Background: an optimization exercise with open tools, aiming at small area and a short achievable clock period. Do not read the settings as production practice.
At most, simulation tests tie the RTL to the original design; equivalence was not proved.
No functional check of the RTL was part of run 2.

==> flow/design.v (outline; a module is shown in full before it is edited, if it fits) <==
// module cubic_fixed: 862 lines
// module cubic_fa: 7 lines
// module cubic_ha: 7 lines
module cubic_fixed #(
    parameter int WID     = 16,    
    parameter int FBITS   = 8      
)(
    input  logic                        clk,
    input  logic                        rst,
    input  logic signed [WID-1:0]       x,
    input  logic signed [WID-1:0]       a0,
    input  logic signed [WID-1:0]       a1,
    input  logic signed [WID-1:0]       a2,
    output logic signed [WID-1:0]       y
);
  // ...
==> flow/flow/run.sh <==
#!/bin/bash
# Standard ORFS layout (the standard.sh) with two changes:
#  - port buffers use buf_1 instead of the default delay-buffer cell;
#  - timing repair (after floorplan, CTS and global routing) aims for
#    8.5 ns of setup slack at the 15 ns clock, so the resizer sizes the
#    critical paths.  The SDC (clock period, I/O delays, load) is unchanged.
# Each ORFS step writes its own log under orfs/logs/; make's output goes to
# standard.log.
set -euo pipefail
export BUFFER_PORTS_ARGS="-buffer_cell sky130_fd_sc_hd__buf_1"
export SETUP_SLACK_MARGIN=8.5
bash standard.sh > standard.log 2>&1
==> flow/standard.sh <==
#!/bin/bash
# synth_recipe.tcl (not shown) runs the flow's synth.tcl, then flattens the netlist and writes it again
# the make line also repeats each setting of config.mk as NAME=value (left out here)
make -C /OpenROAD-flow-scripts/flow DESIGN_CONFIG=/design/flow/config.mk WORK_HOME=/design/flow/orfs CLKGATE_MAP_FILE= SYNTH_SCRIPT=/design/flow/synth_recipe.tcl "${@:-finish}"
==> flow/config.mk <==
export PLATFORM = sky130hd
export DESIGN_NAME = cubic_fixed
export DESIGN_NICKNAME = cubic_fixed
export VERILOG_FILES = /design/flow/design.v
export SDC_FILE = /design/flow/constraint.sdc
export NUM_CORES = 4
export LEC_CHECK = 0
export ABC_AREA = 1
export CAP_MARGIN = 20
export CORE_MARGIN = 2
export CORE_UTILIZATION = 40
export SLEW_MARGIN = 20
export SYNTH_HIERARCHICAL = 1
==> flow/constraint.sdc <==
create_clock -name core_clock -period 15.0 [get_ports {clk}]
set_input_delay 3.0000 -clock core_clock [delete_from_list [all_inputs] [get_ports {clk}]]
set_output_delay 3.0000 -clock core_clock [all_outputs]
set_load 0.01 [all_outputs]
==> flow_summary.json, run 1 <==
{
  "critical_path.reg2reg.startpoint": "x_s0[1]",
  "timing.rr.end": "cs_s_s1[5]",
  "largest_register_ffs": 17,
  "cp_slowest_stage_delay_ns": 0.51,
  "final_core_util": 0.4387,
  "outcome": "no timing/DRC/antenna violations",
  "grt_first_pass_wirelength_um": 114600,
  "critPathMaxFanout": 16,
  "post_synth_simple_gate_area": 0.1605,
  "synth_compound_area_frac": 0.1562,
  "via_count_of_the_first_global_routing_pass": 20295,
  "fillers": 5976,
  "gr-max-usage-layer": "met2",
  "tritoncts": "yes",
  "cts_post_setup_buffers_inserted": 0,
  "cts_htree_levels": 4,
  "grt_use_met1": 0.3514,
  "muxShareOfSynthArea": 0,
  "grt_max_degree": 39,
  "detailed_place.area_mm2": 0.02469,
  "initial_utilization": 0.4039,
  "area_of_combinational_cells_with_multiple_inputs_mm2": 0.01983,
  "via_count": 21124,
  "cts_repair_resize_count": 8,
  "maxSlewViolCount": 0,
  "timing.setup.critical_path_class": "input port to flip-flop",
  "diodes": 0,
  "wire_per_inst_um": 19.05,
  "layout_common_cells": "556 x nand2_1, 364 x xor2_1, 332 x inv_1",
  "clock_pin_transition_on_the_worst_setup_and_hold_timing_paths_ns": 0.06,
  "critical_path_cell_count": 14,
  "netlist_top_cells_area": "fa_1 26%, xor2_1 13%, ha_1 9.8%",
  "detail_route.first_pass.iterations": 7,
  "placedCellCount": 3796,
  "post_synthesis_cell_count": 3065,
  "grt-ovfl-total": 0,
  "worst_hold_slack_ns": 0.4129,
  "clock_root_buffer": "clkbuf_16"
}
==> inputs of run 2 (changes only) <==
--- a/flow/design.v
+++ b/flow/design.v
@@ -66,16 +66,32 @@
     wire sq_s48, sq_c48;
     wire sq_s49, sq_c49;
     wire sq_s50, sq_c50;
     wire sq_s51, sq_c51;
     wire sq_s52, sq_c52;
     wire sq_s53, sq_c53;
     wire sq_s54, sq_c54;
     wire [22:0] sq_in;
+    wire bxi_one0, bxi_two0, bxi_neg0;
+    wire bxi_one1, bxi_two1, bxi_neg1;
+    wire bxi_one2, bxi_two2, bxi_neg2;
+    wire bxi_one3, bxi_two3, bxi_neg3;
+    wire bxi_one4, bxi_two4, bxi_neg4;
+    wire bxi_one5, bxi_two5, bxi_neg5;
+    wire bxi_one6, bxi_two6, bxi_neg6;
+    wire bxi_one7, bxi_two7, bxi_neg7;
+    wire bai_one0, bai_two0, bai_neg0;
+    wire bai_one1, bai_two1, bai_neg1;
+    wire bai_one2, bai_two2, bai_neg2;
+    wire bai_one3, bai_two3, bai_neg3;
+    wire bai_one4, bai_two4, bai_neg4;
+    wire bai_one5, bai_two5, bai_neg5;
+    wire bai_one6, bai_two6, bai_neg6;
+    wire bai_one7, bai_two7, bai_neg7;
     cubic_ha u_sq_s0 (.a(x[6]), .b((x[0] & x[11])), .s(sq_s0), .co(sq_c0));
     assign sq_s1 = 1'b1 ^ ~((x[12] & x[0])) ^ (x[1] & x[11]);
     assign sq_c1 = (1'b1 & ~((x[12] & x[0]))) | (1'b1 & (x[1] & x[11])) | (~((x[12] & x[0])) & (x[1] & x[11]));
     cubic_fa u_sq_s2 (.a(x[7]), .b(~((x[12] & x[1]))), .c((x[2] & x[11])), .s(sq_s2), .co(sq_c2));
     cubic_ha u_sq_s3 (.a(x[4]), .b((x[0] & x[7])), .s(sq_s3), .co(sq_c3));
     cubic_ha u_sq_s4 (.a((x[0] & x[8])), .b((x[1] & x[7])), .s(sq_s4), .co(sq_c4));
     cubic_fa u_sq_s5 (.a(x[5]), .b((x[0] & x[9])), .c((x[1] & x[8])), .s(sq_s5), .co(sq_c5));
     cubic_ha u_sq_s6 (.a((x[2] & x[7])), .b((x[3] & x[6])), .s(sq_s6), .co(sq_c6));
@@ -123,54 +139,136 @@
     cubic_fa u_sq_s48 (.a(sq_c16), .b(sq_s31), .c(sq_c30), .s(sq_s48), .co(sq_c48));
     cubic_fa u_sq_s49 (.a(sq_s19), .b(sq_s32), .c(sq_c31), .s(sq_s49), .co(sq_c49));
     cubic_fa u_sq_s50 (.a(sq_s20), .b(sq_c32), .c(sq_s33), .s(sq_s50), .co(sq_c50));
     cubic_fa u_sq_s51 (.a(sq_c20), .b(sq_s34), .c(sq_c33), .s(sq_s51), .co(sq_c51));
     cubic_fa u_sq_s52 (.a((x[9] & x[10])), .b(sq_c34), .c(sq_s35), .s(sq_s52), .co(sq_c52));
     cubic_fa u_sq_s53 (.a(~((x[12] & x[8]))), .b((x[9] & x[11])), .c(sq_c35), .s(sq_s53), .co(sq_c53));
     cubic_fa u_sq_s54 (.a(x[11]), .b(~((x[12] & x[9]))), .c((x[10] & x[11])), .s(sq_s54), .co(sq_c54));
     assign sq_in = {sq_c53, sq_c52, sq_c51, sq_c50, sq_c49, sq_c48, sq_c47, sq_c46, sq_c45, sq_c44, sq_c43, sq_c42, sq_c41, sq_c40, sq_c39, sq_c38, sq_c37, sq_c36, sq_s36, (x[0] & x[2]), x[1], 1'b0, x[0]} + {sq_s54, sq_s53, sq_s52, sq_s51, sq_s50, sq_s49, sq_s48, sq_s47, sq_s46, sq_s45, sq_s44, sq_s43, sq_s42, sq_s41, sq_s40, sq_s39, sq_s38, sq_s37, (x[1] & x[2]), 1'b0, (x[0] & x[1]), 1'b0, 1'b0};
-    logic               x3sat_s0, rst_s0, rst_s1;
-    logic signed [15:0] x_s0, a1_s0, a2_s0;
+    assign bxi_one0 = x[0] ^ 1'b0;
+    assign bxi_two0 = (x[1] & ~x[0] & ~1'b0) | (~x[1] & x[0] & 1'b0);
+    assign bxi_neg0 = x[1] & ~(x[0] & 1'b0);
+    assign bxi_one1 = x[2] ^ x[1];
+    assign bxi_two1 = (x[3] & ~x[2] & ~x[1]) | (~x[3] & x[2] & x[1]);
+    assign bxi_neg1 = x[3] & ~(x[2] & x[1]);
+    assign bxi_one2 = x[4] ^ x[3];
+    assign bxi_two2 = (x[5] & ~x[4] & ~x[3]) | (~x[5] & x[4] & x[3]);
+    assign bxi_neg2 = x[5] & ~(x[4] & x[3]);
+    assign bxi_one3 = x[6] ^ x[5];
+    assign bxi_two3 = (x[7] & ~x[6] & ~x[5]) | (~x[7] & x[6] & x[5]);
+    assign bxi_neg3 = x[7] & ~(x[6] & x[5]);
+    assign bxi_one4 = x[8] ^ x[7];
+    assign bxi_two4 = (x[9] & ~x[8] & ~x[7]) | (~x[9] & x[8] & x[7]);
+    assign bxi_neg4 = x[9] & ~(x[8] & x[7]);
+    assign bxi_one5 = x[10] ^ x[9];
+    assign bxi_two5 = (x[11] & ~x[10] & ~x[9]) | (~x[11] & x[10] & x[9]);
+    assign bxi_neg5 = x[11] & ~(x[10] & x[9]);
+    assign bxi_one6 = x[12] ^ x[11];
+    assign bxi_two6 = (x[13] & ~x[12] & ~x[11]) | (~x[13] & x[12] & x[11]);
+    assign bxi_neg6 = x[13] & ~(x[12] & x[11]);
+    assign bxi_one7 = x[14] ^ x[13];
+    assign bxi_two7 = (x[15] & ~x[14] & ~x[13]) | (~x[15] & x[14] & x[13]);
+    assign bxi_neg7 = x[15] & ~(x[14] & x[13]);
+    assign bai_one0 = a2[0] ^ 1'b0;
+    assign bai_two0 = (a2[1] & ~a2[0] & ~1'b0) | (~a2[1] & a2[0] & 1'b0);
+    assign bai_neg0 = a2[1] & ~(a2[0] & 1'b0);
+    assign bai_one1 = a2[2] ^ a2[1];
+    assign bai_two1 = (a2[3] & ~a2[2] & ~a2[1]) | (~a2[3] & a2[2] & a2[1]);
+    assign bai_neg1 = a2[3] & ~(a2[2] & a2[1]);
+    assign bai_one2 = a2[4] ^ a2[3];
+    assign bai_two2 = (a2[5] & ~a2[4] & ~a2[3]) | (~a2[5] & a2[4] & a2[3]);
+    assign bai_neg2 = a2[5] & ~(a2[4] & a2[3]);
+    assign bai_one3 = a2[6] ^ a2[5];
+    assign bai_two3 = (a2[7] & ~a2[6] & ~a2[5]) | (~a2[7] & a2[6] & a2[5]);
+    assign bai_neg3 = a2[7] & ~(a2[6] & a2[5]);
+    assign bai_one4 = a2[8] ^ a2[7];
+    assign bai_two4 = (a2[9] & ~a2[8] & ~a2[7]) | (~a2[9] & a2[8] & a2[7]);
+    assign bai_neg4 = a2[9] & ~(a2[8] & a2[7]);
+    assign bai_one5 = a2[10] ^ a2[9];
+    assign bai_two5 = (a2[11] & ~a2[10] & ~a2[9]) | (~a2[11] & a2[10] & a2[9]);
+    assign bai_neg5 = a2[11] & ~(a2[10] & a2[9]);
+    assign bai_one6 = a2[12] ^ a2[11];
+    assign bai_two6 = (a2[13] & ~a2[12] & ~a2[11]) | (~a2[13] & a2[12] & a2[11]);
+    assign bai_neg6 = a2[13] & ~(a2[12] & a2[11]);
+    assign bai_one7 = a2[14] ^ a2[13];
+    assign bai_two7 = (a2[15] & ~a2[14] & ~a2[13]) | (~a2[15] & a2[14] & a2[13]);
+    assign bai_neg7 = a2[15] & ~(a2[14] & a2[13]);
+    logic               x3sat_s0, xneg_s0, rst_s0, rst_s1;
+    logic signed [15:0] a1_s0;
     always_ff @(posedge clk) begin
         x3sat_s0 <= x3sat_in;
-        x_s0     <= x;
+        xneg_s0  <= x[15];
         a1_s0    <= a1;
-        a2_s0    <= a2;
         rst_s0   <= rst;
     end
+    logic bx_one0, bx_two0, bx_neg0, bx_one1, bx_two1, bx_neg1, bx_one2, bx_two2, bx_neg2, bx_one3, bx_two3, bx_neg3, bx_one4, bx_two4, bx_neg4, bx_one5, bx_two5, bx_neg5, bx_one6, bx_two6, bx_neg6, bx_one7, bx_two7, bx_neg7, ba_one0, ba_two0, ba_neg0, ba_one1, ba_two1, ba_neg1, ba_one2, ba_two2, ba_neg2, ba_one3, ba_two3, ba_neg3, ba_one4, ba_two4, ba_neg4, ba_one5, ba_two5, ba_neg5, ba_one6, ba_two6, ba_neg6, ba_one7, ba_two7, ba_neg7;
+    always_ff @(posedge clk) begin
+        bx_one0 <= bxi_one0;
+        bx_two0 <= bxi_two0;
+        bx_neg0 <= bxi_neg0;
+        bx_one1 <= bxi_one1;
+        bx_two1 <= bxi_two1;
+        bx_neg1 <= bxi_neg1;
+        bx_one2 <= bxi_one2;
+        bx_two2 <= bxi_two2;
+        bx_neg2 <= bxi_neg2;
+        bx_one3 <= bxi_one3;
+        bx_two3 <= bxi_two3;
+        bx_neg3 <= bxi_neg3;
+        bx_one4 <= bxi_one4;
+        bx_two4 <= bxi_two4;
+        bx_neg4 <= bxi_neg4;
+        bx_one5 <= bxi_one5;
+        bx_two5 <= bxi_two5;
+        bx_neg5 <= bxi_neg5;
+        bx_one6 <= bxi_one6;
+        bx_two6 <= bxi_two6;
+        bx_neg6 <= bxi_neg6;
+        bx_one7 <= bxi_one7;
+        bx_two7 <= bxi_two7;
+        bx_neg7 <= bxi_neg7;
+        ba_one0 <= bai_one0;
+        ba_two0 <= bai_two0;
+        ba_neg0 <= bai_neg0;
+        ba_one1 <= bai_one1;
+        ba_two1 <= bai_two1;
+        ba_neg1 <= bai_neg1;
+        ba_one2 <= bai_one2;
+        ba_two2 <= bai_two2;
+        ba_neg2 <= bai_neg2;
+        ba_one3 <= bai_one3;
+        ba_two3 <= bai_two3;
+        ba_neg3 <= bai_neg3;
+        ba_one4 <= bai_one4;
+        ba_two4 <= bai_two4;
+        ba_neg4 <= bai_neg4;
+        ba_one5 <= bai_one5;
+        ba_two5 <= bai_two5;
+        ba_neg5 <= bai_neg5;
+        ba_one6 <= bai_one6;
+        ba_two6 <= bai_two6;
+        ba_neg6 <= bai_neg6;
+        ba_one7 <= bai_one7;
+        ba_two7 <= bai_two7;
+        ba_neg7 <= bai_neg7;
+    end
     wire [3:0] xneg_hi;
     assign xneg_hi[0] = x[9]  & ~(x[8]  & x[7]);
     assign xneg_hi[1] = x[11] & ~(x[10] & x[9]);
     assign xneg_hi[2] = x[13] & ~(x[12] & x[11]);
     assign xneg_hi[3] = x[15] & ~(x[14] & x[13]);
     logic signed [16:0] a0n_s0;
     always_ff @(posedge clk)
-        a0n_s0 <= {a0[15], a0} + {10'd0, xneg_hi[3], 1'b0, xneg_hi[2], 1'b0, xneg_hi[1], 1'b0, xneg_hi[0]};
+        a0n_s0 <= a0 + $signed({1'b0, xneg_hi[3], 1'b0, xneg_hi[2], 1'b0, xneg_hi[1], 1'b0, xneg_hi[0]});
     logic [14:0] x2;
     logic [14:0] x2_s0;
     always_ff @(posedge clk)
         x2_s0 <= x2sat_in ? 15'h7fff : sq_in[22:8];
     assign x2 = x2_s0;
-    wire bx_one0, bx_two0, bx_neg0;
-    wire bx_one1, bx_two1, bx_neg1;
-    wire bx_one2, bx_two2, bx_neg2;
-    wire bx_one3, bx_two3, bx_neg3;
-    wire bx_one4, bx_two4, bx_neg4;
-    wire bx_one5, bx_two5, bx_neg5;
-    wire bx_one6, bx_two6, bx_neg6;
-    wire bx_one7, bx_two7, bx_neg7;
-    wire ba_one0, ba_two0, ba_neg0;
-    wire ba_one1, ba_two1, ba_neg1;
-    wire ba_one2, ba_two2, ba_neg2;
-    wire ba_one3, ba_two3, ba_neg3;
-    wire ba_one4, ba_two4, ba_neg4;
-    wire ba_one5, ba_two5, ba_neg5;
-    wire ba_one6, ba_two6, ba_neg6;
-    wire ba_one7, ba_two7, ba_neg7;
     wire p1_s55, p1_c55;
     wire p1_s56, p1_c56;
     wire p1_s57, p1_c57;
     wire p1_s58, p1_c58;
     wire p1_s59, p1_c59;
     wire p1_s60, p1_c60;
     wire p1_s61, p1_c61;
     wire p1_s62, p1_c62;
@@ -467,64 +565,16 @@
     wire p3_s351, p3_c351;
     wire p3_s352, p3_c352;
     wire p3_s353, p3_c353;
     wire p3_s354, p3_c354;
     wire p3_s355, p3_c355;
     wire p3_s356, p3_c356;
     wire p3_s357, p3_c357;
     wire [24:0] p3;
-    assign bx_one0 = x_s0[0] ^ 1'b0;
-    assign bx_two0 = (x_s0[1] & ~x_s0[0] & ~1'b0) | (~x_s0[1] & x_s0[0] & 1'b0);
-    assign bx_neg0 = x_s0[1] & ~(x_s0[0] & 1'b0);
-    assign bx_one1 = x_s0[2] ^ x_s0[1];
-    assign bx_two1 = (x_s0[3] & ~x_s0[2] & ~x_s0[1]) | (~x_s0[3] & x_s0[2] & x_s0[1]);
-    assign bx_neg1 = x_s0[3] & ~(x_s0[2] & x_s0[1]);
-    assign bx_one2 = x_s0[4] ^ x_s0[3];
-    assign bx_two2 = (x_s0[5] & ~x_s0[4] & ~x_s0[3]) | (~x_s0[5] & x_s0[4] & x_s0[3]);
-    assign bx_neg2 = x_s0[5] & ~(x_s0[4] & x_s0[3]);
-    assign bx_one3 = x_s0[6] ^ x_s0[5];
-    assign bx_two3 = (x_s0[7] & ~x_s0[6] & ~x_s0[5]) | (~x_s0[7] & x_s0[6] & x_s0[5]);
-    assign bx_neg3 = x_s0[7] & ~(x_s0[6] & x_s0[5]);
-    assign bx_one4 = x_s0[8] ^ x_s0[7];
-    assign bx_two4 = (x_s0[9] & ~x_s0[8] & ~x_s0[7]) | (~x_s0[9] & x_s0[8] & x_s0[7]);
-    assign bx_neg4 = x_s0[9] & ~(x_s0[8] & x_s0[7]);
-    assign bx_one5 = x_s0[10] ^ x_s0[9];
-    assign bx_two5 = (x_s0[11] & ~x_s0[10] & ~x_s0[9]) | (~x_s0[11] & x_s0[10] & x_s0[9]);
-    assign bx_neg5 = x_s0[11] & ~(x_s0[10] & x_s0[9]);
-    assign bx_one6 = x_s0[12] ^ x_s0[11];
-    assign bx_two6 = (x_s0[13] & ~x_s0[12] & ~x_s0[11]) | (~x_s0[13] & x_s0[12] & x_s0[11]);
-    assign bx_neg6 = x_s0[13] & ~(x_s0[12] & x_s0[11]);
-    assign bx_one7 = x_s0[14] ^ x_s0[13];
-    assign bx_two7 = (x_s0[15] & ~x_s0[14] & ~x_s0[13]) | (~x_s0[15] & x_s0[14] & x_s0[13]);
-    assign bx_neg7 = x_s0[15] & ~(x_s0[14] & x_s0[13]);
-    assign ba_one0 = a2_s0[0] ^ 1'b0;
-    assign ba_two0 = (a2_s0[1] & ~a2_s0[0] & ~1'b0) | (~a2_s0[1] & a2_s0[0] & 1'b0);
-    assign ba_neg0 = a2_s0[1] & ~(a2_s0[0] & 1'b0);
-    assign ba_one1 = a2_s0[2] ^ a2_s0[1];
-    assign ba_two1 = (a2_s0[3] & ~a2_s0[2] & ~a2_s0[1]) | (~a2_s0[3] & a2_s0[2] & a2_s0[1]);
-    assign ba_neg1 = a2_s0[3] & ~(a2_s0[2] & a2_s0[1]);
-    assign ba_one2 = a2_s0[4] ^ a2_s0[3];
-    assign ba_two2 = (a2_s0[5] & ~a2_s0[4] & ~a2_s0[3]) | (~a2_s0[5] & a2_s0[4] & a2_s0[3]);
-    assign ba_neg2 = a2_s0[5] & ~(a2_s0[4] & a2_s0[3]);
-    assign ba_one3 = a2_s0[6] ^ a2_s0[5];
-    assign ba_two3 = (a2_s0[7] & ~a2_s0[6] & ~a2_s0[5]) | (~a2_s0[7] & a2_s0[6] & a2_s0[5]);
-    assign ba_neg3 = a2_s0[7] & ~(a2_s0[6] & a2_s0[5]);
-    assign ba_one4 = a2_s0[8] ^ a2_s0[7];
-    assign ba_two4 = (a2_s0[9] & ~a2_s0[8] & ~a2_s0[7]) | (~a2_s0[9] & a2_s0[8] & a2_s0[7]);
-    assign ba_neg4 = a2_s0[9] & ~(a2_s0[8] & a2_s0[7]);
-    assign ba_one5 = a2_s0[10] ^ a2_s0[9];
-    assign ba_two5 = (a2_s0[11] & ~a2_s0[10] & ~a2_s0[9]) | (~a2_s0[11] & a2_s0[10] & a2_s0[9]);
-    assign ba_neg5 = a2_s0[11] & ~(a2_s0[10] & a2_s0[9]);
-    assign ba_one6 = a2_s0[12] ^ a2_s0[11];
-    assign ba_two6 = (a2_s0[13] & ~a2_s0[12] & ~a2_s0[11]) | (~a2_s0[13] & a2_s0[12] & a2_s0[11]);
-    assign ba_neg6 = a2_s0[13] & ~(a2_s0[12] & a2_s0[11]);
-    assign ba_one7 = a2_s0[14] ^ a2_s0[13];
-    assign ba_two7 = (a2_s0[15] & ~a2_s0[14] & ~a2_s0[13]) | (~a2_s0[15] & a2_s0[14] & a2_s0[13]);
-    assign ba_neg7 = a2_s0[15] & ~(a2_s0[14] & a2_s0[13]);
     cubic_ha u_p1_s55 (.a((((bx_one0 & a1_s0[10]) | (bx_two0 & a1_s0[9])) ^ bx_neg0)), .b((((bx_one1 & a1_s0[8]) | (bx_two1 & a1_s0[7])) ^ bx_neg1)), .s(p1_s55), .co(p1_c55));
     cubic_fa u_p1_s56 (.a((((bx_one0 & a1_s0[11]) | (bx_two0 & a1_s0[10])) ^ bx_neg0)), .b((((bx_one1 & a1_s0[9]) | (bx_two1 & a1_s0[8])) ^ bx_neg1)), .c((((bx_one2 & a1_s0[7]) | (bx_two2 & a1_s0[6])) ^ bx_neg2)), .s(p1_s56), .co(p1_c56));
     cubic_fa u_p1_s57 (.a((((bx_one0 & a1_s0[12]) | (bx_two0 & a1_s0[11])) ^ bx_neg0)), .b((((bx_one1 & a1_s0[10]) | (bx_two1 & a1_s0[9])) ^ bx_neg1)), .c((((bx_one2 & a1_s0[8]) | (bx_two2 & a1_s0[7])) ^ bx_neg2)), .s(p1_s57), .co(p1_c57));
     cubic_ha u_p1_s58 (.a((((bx_one3 & a1_s0[6]) | (bx_two3 & a1_s0[5])) ^ bx_neg3)), .b((((bx_one4 & a1_s0[4]) | (bx_two4 & a1_s0[3])) ^ bx_neg4)), .s(p1_s58), .co(p1_c58));
     cubic_fa u_p1_s59 (.a((((bx_one0 & a1_s0[13]) | (bx_two0 & a1_s0[12])) ^ bx_neg0)), .b((((bx_one1 & a1_s0[11]) | (bx_two1 & a1_s0[10])) ^ bx_neg1)), .c((((bx_one2 & a1_s0[9]) | (bx_two2 & a1_s0[8])) ^ bx_neg2)), .s(p1_s59), .co(p1_c59));
     cubic_fa u_p1_s60 (.a((((bx_one3 & a1_s0[7]) | (bx_two3 & a1_s0[6])) ^ bx_neg3)), .b((((bx_one4 & a1_s0[5]) | (bx_two4 & a1_s0[4])) ^ bx_neg4)), .c((((bx_one5 & a1_s0[3]) | (bx_two5 & a1_s0[2])) ^ bx_neg5)), .s(p1_s60), .co(p1_c60));
     cubic_fa u_p1_s61 (.a((((bx_one0 & a1_s0[14]) | (bx_two0 & a1_s0[13])) ^ bx_neg0)), .b((((bx_one1 & a1_s0[12]) | (bx_two1 & a1_s0[11])) ^ bx_neg1)), .c((((bx_one2 & a1_s0[10]) | (bx_two2 & a1_s0[9])) ^ bx_neg2)), .s(p1_s61), .co(p1_c61));
     cubic_fa u_p1_s62 (.a((((bx_one3 & a1_s0[8]) | (bx_two3 & a1_s0[7])) ^ bx_neg3)), .b((((bx_one4 & a1_s0[6]) | (bx_two4 & a1_s0[5])) ^ bx_neg4)), .c((((bx_one5 & a1_s0[4]) | (bx_two5 & a1_s0[3])) ^ bx_neg5)), .s(p1_s62), .co(p1_c62));
@@ -839,17 +889,17 @@
     cubic_fa u_p3_s355 (.a((((bx_one5 & x2[11]) | (bx_two5 & x2[10])) ^ bx_neg5)), .b(p3_s335), .c(p3_c334), .s(p3_s355), .co(p3_c355));
     cubic_fa u_p3_s356 (.a(~(bx_neg4)), .b((((bx_one5 & x2[12]) | (bx_two5 & x2[11])) ^ bx_neg5)), .c(p3_c335), .s(p3_s356), .co(p3_c356));
     assign p3_s357 = 1'b1 ^ ((bx_two5 & x2[12]) ^ bx_neg5);
     assign p3_c357 = 1'b1 & ((bx_two5 & x2[12]) ^ bx_neg5);
     assign p3 = {p3_c357, p3_c356, p3_c355, p3_c354, p3_c353, p3_c352, p3_c351, p3_c350, p3_c349, p3_c348, p3_c347, p3_c346, p3_c345, p3_c344, p3_c343, p3_c342, p3_c341, p3_c340, p3_c339, p3_c338, p3_c337, p3_c336, p3_s336, (((bx_one0 & x2[1]) | (bx_two0 & x2[0])) ^ bx_neg0), ((bx_one0 & x2[0]) ^ bx_neg0)} + {~(bx_neg5), p3_s357, p3_s356, p3_s355, p3_s354, p3_s353, p3_s352, p3_s351, p3_s350, p3_s349, p3_s348, p3_s347, p3_s346, p3_s345, p3_s344, p3_s343, p3_s342, p3_s341, p3_s340, p3_s339, p3_s338, p3_s337, bx_neg1, 1'b0, bx_neg0};
     logic signed [15:0] ax1_n, ax2_n, x3_n;
     assign ax1_n = (&p1[31:23] | ~|p1[31:23]) ? p1[23:8] : {p1[31], {15{~p1[31]}}};
     assign ax2_n = (&p2[30:23] | ~|p2[30:23]) ? p2[23:8] : {p2[30], {15{~p2[30]}}};
-    assign x3_n  = x3sat_s0 ? {x_s0[15], {15{~x_s0[15]}}} : p3[23:8];
+    assign x3_n  = x3sat_s0 ? {xneg_s0, {15{~xneg_s0}}} : p3[23:8];
     wire [15:0] cs_s = ax1_n ^ ax2_n ^ x3_n;
     wire [16:1] cs_c = (ax1_n & ax2_n) | (ax1_n & x3_n) | (ax2_n & x3_n);
     logic [15:0] cs_s_s1;
     logic [16:1] cs_c_s1;
     always_ff @(posedge clk) begin
         cs_s_s1 <= cs_s;
         cs_c_s1 <= cs_c;
         rst_s1  <= rst | rst_s0;
==> flow/flow/run.sh (replaced) <==
#!/bin/bash
# Standard ORFS layout (the standard.sh) with two changes:
#  - port buffers use buf_4 instead of the default delay-buffer cell;
#  - timing repair (after floorplan, CTS and global routing) aims for
#    8.5 ns of setup slack at the 15 ns clock, so the resizer sizes the
#    critical paths.  The SDC (clock period, I/O delays, load) is unchanged.
# Each ORFS step writes its own log under orfs/logs/; make's output goes to
# standard.log.
set -euo pipefail
export BUFFER_PORTS_ARGS="-buffer_cell sky130_fd_sc_hd__buf_4"
export SETUP_SLACK_MARGIN=8.5
bash standard.sh > standard.log 2>&1
==> flow_summary.json, run 2 <==
{
  "detail-route-antenna-nets": 0,
  "synth_seq_cells": 132,
  "cts_htree_levels": 4,
  "timing.rr.end": "cs_s_s1[1]",
  "synthesis.area_mm2": 0.02445,
  "total_of_endpoints_with_negative_setup_slack_in_the_final_report": 0,
  "rows": 90,
  "via_count_of_the_first_global_routing_pass": 21377,
  "netlist_top_cells_area": "fa_1 25%, xor2_1 14%, dfxtp_1 11%",
  "grt-ovfl-total": 0,
  "max_cap_viol_count": 0,
  "detail_route.first_pass.iterations": 5,
  "critical_path.endpoint_type": "flip-flop",
  "post_route_wl_um": 75470,
  "clock_pin_transition_on_the_worst_setup_and_hold_timing_paths_ns": 0.07,
  "dieHeight_um": 251.2,
  "slew_headroom": 0.2718,
  "timing.hold.worst.start": "rst_s0",
  "cp_data_required_time_ns": 15.42,
  "synth-edff-count": 0,
  "holdPathEnd": "rst_s1",
  "die_width_um": 251.2,
  "yosys.cell_count.top_type": "nand2_1",
  "critical_path.reg2reg.startpoint": "bx_neg3",
  "grt_max_degree": 34,
  "post_route_cells_drive_above_1_share": 0.06296,
  "seq_area_frac_synth": 0.1081,
  "clock_root_buffer": "clkbuf_16",
  "setup.reg_to_reg.worst_slack_ns": 8.80,
  "fmaxAchievable_ghz": 0.1596,
  "syn-num-nets": 3739,
  "wire_per_inst_um": 19.21,
  "tritoncts": "yes",
  "global_route.usage.total": 0.2415,
  "slowest_stage": "fa_1",
  "critPathMaxFanout": 16,
  "gp_routability_congestion": 0.9198,
  "largest_register_ffs": 17,
  "worstHoldPathType": "flip-flop to flip-flop",
  "synth-warning-count": 7,
  "maxSlewViolCount": 0,
  "proportion_of_netlist_area_held_by_the_largest_area_contributor": 0.2497,
  "tightestPinTransition_ns": 1.092,
  "worst_hold_path.num_cells": 1,
  "post_synthesis_cell_count": 3171,
  "timing.final.hold_violations": 0,
  "timing.setup.critical_path_class": "input port to flip-flop",
  "cpLargestDelayFamily": "adder cells",
  "cp_slowest_stage_delay_ns": 0.53,
  "cts_made_buffers": 17,
  "initial_utilization": 0.4051,
  "worst-path-buf-inv": 1,
  "grt_first_pass_wirelength_um": 119400,
  "drtIter0Drc": 1780,
  "post-route-period-util": 0.4178,
  "dominant_register_cell_in_the_synthesized_netlist": "dfxtp_1",
  "post-dp-hpwl_um": 57500,
  "timing.final.crit_period_ns": 6.267,
  "yosys.area.top_type": "fa_1",
  "via_count": 21400,
  "tns_ns": 0,
  "io_buffer_count": 81,
  "cp-start-kind": "input port",
  "cts_hold_repair.buffers": 0,
  "crit_top_cell": "nand2_1",
  "outcome": "no timing/DRC/antenna violations",
  "reg2reg_depth": 19,
  "core_area_mm2": 0.06036,
  "top_level_ports": 82,
  "clock-sinks": 132,
  "detailed_place.area_mm2": 0.02551,
  "area_growth_pct": 7.088,
  "final_design_area_no_fill_mm2": 0.02618,
  "detail_route.drc_violations": 0,
  "syn_area_per_cell_um2": 7.710,
  "grt_antenna_before_repair": 1,
  "synthDistinctLibCells": 50,
  "drt-vias-per-instance": 5.448,
  "final_net_count": 3700,
  "layout_common_cells": "639 x nand2_1, 390 x xor2_1, 348 x inv_1",
  "setup_repair_after_global_routing_missed_its_margin": "no",
  "cell_by_cell_trace_of_the_critical_path": "buf_4, nand2_1, fa_1, fa_1, fa_1, fa_1, ha_2, a21oi_2, o21ai_0, a21oi_1, nand3_1, nand2_1, nand2_1, nand2_1, nand2_1, or2_2, nand3_1",
  "async_flop_share": 0,
  "clock-skew-final_ns": 0.02507,
  "die-area_mm2": 0.06312,
  "regMostFlops": "a0n_s0",
  "timing.critical_path.arrival_ns": 6.69,
  "clock_latency_of_the_later_clocked_register_in_the_worst_skew_pair_ns": 0.50,
  "synthTopCellsByCount": "640 x nand2_1, 390 x xor2_1, 349 x inv_1",
  "most_frequent_standard_cell_in_the_layout_excluding_fill_and_tap_cells": "nand2_1",
  "clock_tree.buffer_depth": 2
}
run 2: cell types whose count changed in the layout (fill, tap and decap cells not counted), sizes merged, moves of 13 or more:
cell and change:
xnor2 -24, inv +13, nand2 +63, a21oi -13, nand3 +21, dfxtp +17, nor2 +20, buf -20
xor2 +26, o21ai -40
run 2: logic make-up after synthesis:
logic type | count (synthesis) | share of synthesized area
AO/OA/AOI/OAI | 565 | 0.1377
XOR/XNOR | 409 | 0.1465
adder cells (fa/ha/maj) | 502 | 0.3505
buffers and inverters | 530 | 0.08316
flip-flops | 132 | 0.1081
AND/OR/NAND/NOR | 1033 | 0.1740
run 2: cell type report:
cell class,instances,area [um2]
flip-flops and latches,132,2654
multi-input cells,2509,19790
inverters,378,1449
repair buffers,93,701.9
well taps,782,978.4
repair inverters,1,5.005
diodes,1,2.502
clock buffers,18,439.2
fillers,6192,34180
clock inverters,14,163.9
run 2: through the flow:
step	utilization	setup slack, ns	cells	hold WS [ns]
global route	0.4337	8.497	3927	0.4453
global placement	0.4226	8.271	3891	0.4040
floorplan	-	8.505	3171	0.3925
detailed placement	0.4226	8.211	3891	0.3987
CTS	0.4327	8.631	3923	0.4152
finish	0.4338	8.733	3928	0.4137
run 2: routing by layer:
layer	vias up	GRT usage	share of wire	wire length [um]
met3	105	0.06554	0.092	6927
met1	10133	0.3385	0.46	34520
met4	0	0.08350	0.027	2030
met2	863	0.3566	0.42	31990
met5	-	0	0	0
li1	10299	-	-	-
run 2: timing repair:
item                                    4_1_cts  5_1_grt
pin swaps                                     0        1
cloned                                        0        1
gates resized for setup                       8       13
buffers inserted                              0        3
endpoints found under the setup margin       30       31
run 2: how the worst max path moves through the flow:
stage               startpoint     endpoint  slack (ns)  cells after the start
floorplan                 x[2]    x2_s0[14]        8.51                     18
global placement          x[2]    x2_s0[14]        8.27                     18
detailed placement        x[1]    x2_s0[14]        8.21                     17
CTS                  x2_s0[12]  cs_s_s1[14]        8.63                     23
global route              x[1]    x2_s0[14]        8.50                     17
finish                    x[1]    x2_s0[14]        8.73                     17
run 2: per-module statistics from Yosys, one instance, submodules excluded:
module / area (um2) / flip-flops and latches / cells inside / copies in the design
cubic_fa: 20.02 / 0 / 1 / 288
cubic_fixed: 18010 / 132 / 2829 / 1
cubic_ha: 12.51 / 0 / 1 / 54

==> separate check: timing with driven ports <==
In the flow no input, the clock included, has a driving cell. The finished layouts below were timed again as built, in two steps. Step 1 (the two cells are an assumption about what drives the block):
set clk [get_ports {clk}]
set_driving_cell -lib_cell sky130_fd_sc_hd__clkbuf_16 $clk
set_driving_cell -lib_cell sky130_fd_sc_hd__buf_2 [delete_from_list [all_inputs] $clk]
Step 2 times the ports against the registers' clock, not the clock port: input delays grow and output delays shrink by t, the midpoint of the rising clock arrivals with the driver on. Three values: ideal ports, drivers, drivers and shift; two values: the first two.
run	t (ns)	setup WS [ns]	hold WS [ns]	worst setup path at the end	worst data-port slew with drivers (ns)
run 1	0.526	8.808 / 8.838 / 8.318	0.413 / 0.413 / 0.413	input to register	0.05
run 2	0.544	8.733 / 8.768 / 8.224	0.414 / 0.414 / 0.414	input to register	0.07
After both steps setup and hold are still met in every run listed. For run 2, which loses most, drivers alone change the setup slack by +0.035 ns; drivers and shift together by -0.509 ns.
